This design comes from an exercise in tuning for small area and a short achievable clock period on the open sky130 flow, not from production work. At most, simulation tests tie the RTL to the original design; equivalence was not proved. The flow treats the clock pin as an ideal source. Dropping or thinning the clock tree relies on that and would not hold on a real chip.

## rev 12
==> flow/design.v (excerpt) <==
module encoder (
    input clk,
    input rst_n,
    input [31:0] data_in,
    output logic [31:0] data_out
);
For scale: roughly 1600 cells after synthesis, roughly 240 flip-flops, ~0.015 mm2 of cells after synthesis.
export LEC_CHECK = 0
export CAP_MARGIN = 20
export CORE_MARGIN = 2
export CORE_UTILIZATION = 65
export SLEW_MARGIN = 20
create_clock -name core_clock -period 14.0 [get_ports {clk}]
standard.sh (not shown) runs the stock make flow with config.mk's settings and CLKGATE_MAP_FILE= SYNTH_SCRIPT=/design/flow/synth_recipe.tcl, a recipe that flattens the netlist after the stock synthesis.
==> flow/flow/run.sh <==
#!/bin/bash
# Standard layout, except: the synthesis maps with flow/abc_speed.script,
# the clock tree is flow/ctree.tcl's two-level tree, the ports get plain
# buffers, timing repair aims below the period, and the wire capacitance
# the placement-stage timing estimates use is scaled up by 1.3 (closer to
# the extracted values).
set -euo pipefail
rm -rf scripts_local
cp -r "$FLOW_HOME/scripts" scripts_local
cp flow/abc_speed.script scripts_local/abc_speed.script
sed -i 's|^log_cmd clock_tree_synthesis .*|source $::env(CTREE_TCL)|' scripts_local/cts.tcl
grep -q CTREE_TCL scripts_local/cts.tcl
python3 - "$FLOW_HOME/platforms/sky130hd/setRC.tcl" 1.3 > setRC_scaled.tcl <<'PY'
import re, sys
s = open(sys.argv[1]).read()
k = float(sys.argv[2])
print(re.sub(r'-capacitance ([0-9.Ee+-]+)', lambda m: '-capacitance %g' % (float(m.group(1)) * k), s))
PY
export LAYER_PARASITICS_FILE=$PWD/setRC_scaled.tcl
export CTREE_TCL=$PWD/flow/ctree.tcl
export CTREE_LEAF=20
export SCRIPTS_DIR=$PWD/scripts_local
export BUFFER_PORTS_ARGS="-buffer_cell sky130_fd_sc_hd__buf_2"
export SETUP_SLACK_MARGIN=10.3
bash standard.sh > standard.log 2>&1
Other scripts of this flow, unchanged in this note and not shown: flow/flow/abc_speed.script, flow/flow/ctree.tcl
Inputs modified between rev 12 and rev 13:
--- a/flow/design.v
+++ b/flow/design.v
@@ -18,22 +18,17 @@
         else cnt <= cnt_nxt;
     end
     logic ptop;
     always_ff @(posedge clk) begin
         if (!rst_n) ptop <= 1'b0;
         else ptop <= (vn != 6'd0) && (vn <= 6'd59);
     end
     logic acc;
-    logic [7:0] cnt_nxt2;
-    assign cnt_nxt2 = (cnt_nxt == 8'd254) ? 8'd0 : cnt_nxt + 8'd1;
-    always_ff @(posedge clk) begin
-        if (!rst_n) acc <= 1'b1;
-        else acc <= (cnt_nxt2[5:0] < 6'd59) || (cnt_nxt2[5:0] == 6'd59 && cnt_nxt2[7:6] != 2'd3);
-    end
+    assign acc = (vn < 6'd59) || (vn == 6'd59 && un != 2'd3);
     logic [3:0][7:0] enc;
     always_ff @(posedge clk) begin
         enc[3] <= data_in[31:24];
         if (acc) enc[2:0] <= data_in[23:0];
     end
     logic [7:0] el [0:3];
     logic [7:0] cat [0:7];        
     always_comb begin
@@ -43,34 +38,30 @@
             cat[s + 4] = data_in[31 - 8 * s -: 8];
         end
     end
     logic [3:0][7:0] rot;
     logic [3:0][7:0] rot_d;
     always_comb begin
         for (int j = 0; j < 4; j++) begin
             rot_d[j] = cat[j + 3 - un];
-            if ((j == 0 && vn == 6'd0) || vn > 6'd59) rot_d[j] = 8'd0;
+            if ((j == 0 && vn == 6'd0) || vn > 6'd59 || !rst_n) rot_d[j] = 8'd0;
         end
     end
     always_ff @(posedge clk) begin
         rot <= rot_d;
     end
     logic [127:0] par;            
     logic [127:0] peff;
     logic [31:0] fb;              
     logic [127:0] mp;
     logic [127:0] pnew;
-    logic first;
-    always_ff @(posedge clk) begin
-        if (!rst_n) first <= 1'b0;
-        else first <= (vn == 6'd0);
-    end
     assign peff[127:96] = ptop ? par[127:96] : 32'd0;
-    assign peff[95:0] = first ? 96'd0 : par[95:0];
+    assign peff[95:64] = par[95:64];
+    assign peff[63:0] = (cnt == 8'd254) ? 64'd0 : par[63:0];
     always_comb begin
         for (int e = 0; e < 4; e++)
             fb[8 * e +: 8] = peff[8 * (12 + e) +: 8] ^ rot[3 - e];
         pnew = {peff[95:0], 32'd0} ^ mp;
     end
     logic [208:0] cx;
     assign cx[0] = fb[4] ^ fb[21];
     assign cx[1] = fb[20] ^ fb[31];
--- outcome ---
Rev 13 ends up with a worst setup slack that is 0.0094 ns lower than in rev 12.
Between rev 13 and rev 12, the clock slew seen by the registers of the worst setup and hold paths is higher for rev 12.
Multi-input gate area in the final layout, rev 13 and rev 12: higher on rev 12
For rev 12, only the layout was checked, not whether the RTL still works. No run of this note takes its clock network from TritonCTS; it comes from the design's own scripts or RTL.

-- what the ideal ports hide --
In the flow no input, the clock included, has a driving cell. The finished layouts below were timed again as built, in two steps.
Step 1 sets driving cells, clkbuf_16 on the clock port and buf_2 on the other inputs (assumed; they add their load-dependent delay and slew).
Step 2 moves the port delays by t, midway between the first and last clock arrival at a register: inputs arrive t later, outputs are due t later. That takes back most of the time a late clock gives input paths.
Slacks: ideal / step 1 / step 2; pairs: ideal / step 1.
| run | t (ns) | slack for setup (ns) | worst setup path after step 2 | clock arrival spread, ns | slew at the worst register clock pin (ns) |
|---|---|---|---|---|---|
| rev 12 | 0.418 | 10.389 / 10.274 / 10.429 | input to register | 0.033 / 0.032 | 0.10 / 0.10 |
| rev 13 | 0.421 | 10.380 / 10.259 / 10.137 | input to register | 0.029 / 0.030 | 0.10 / 0.10 |
After both steps setup and hold are still met in every run listed. For rev 13, which loses most, drivers alone change the setup slack by -0.121 ns; drivers and shift together by -0.243 ns.
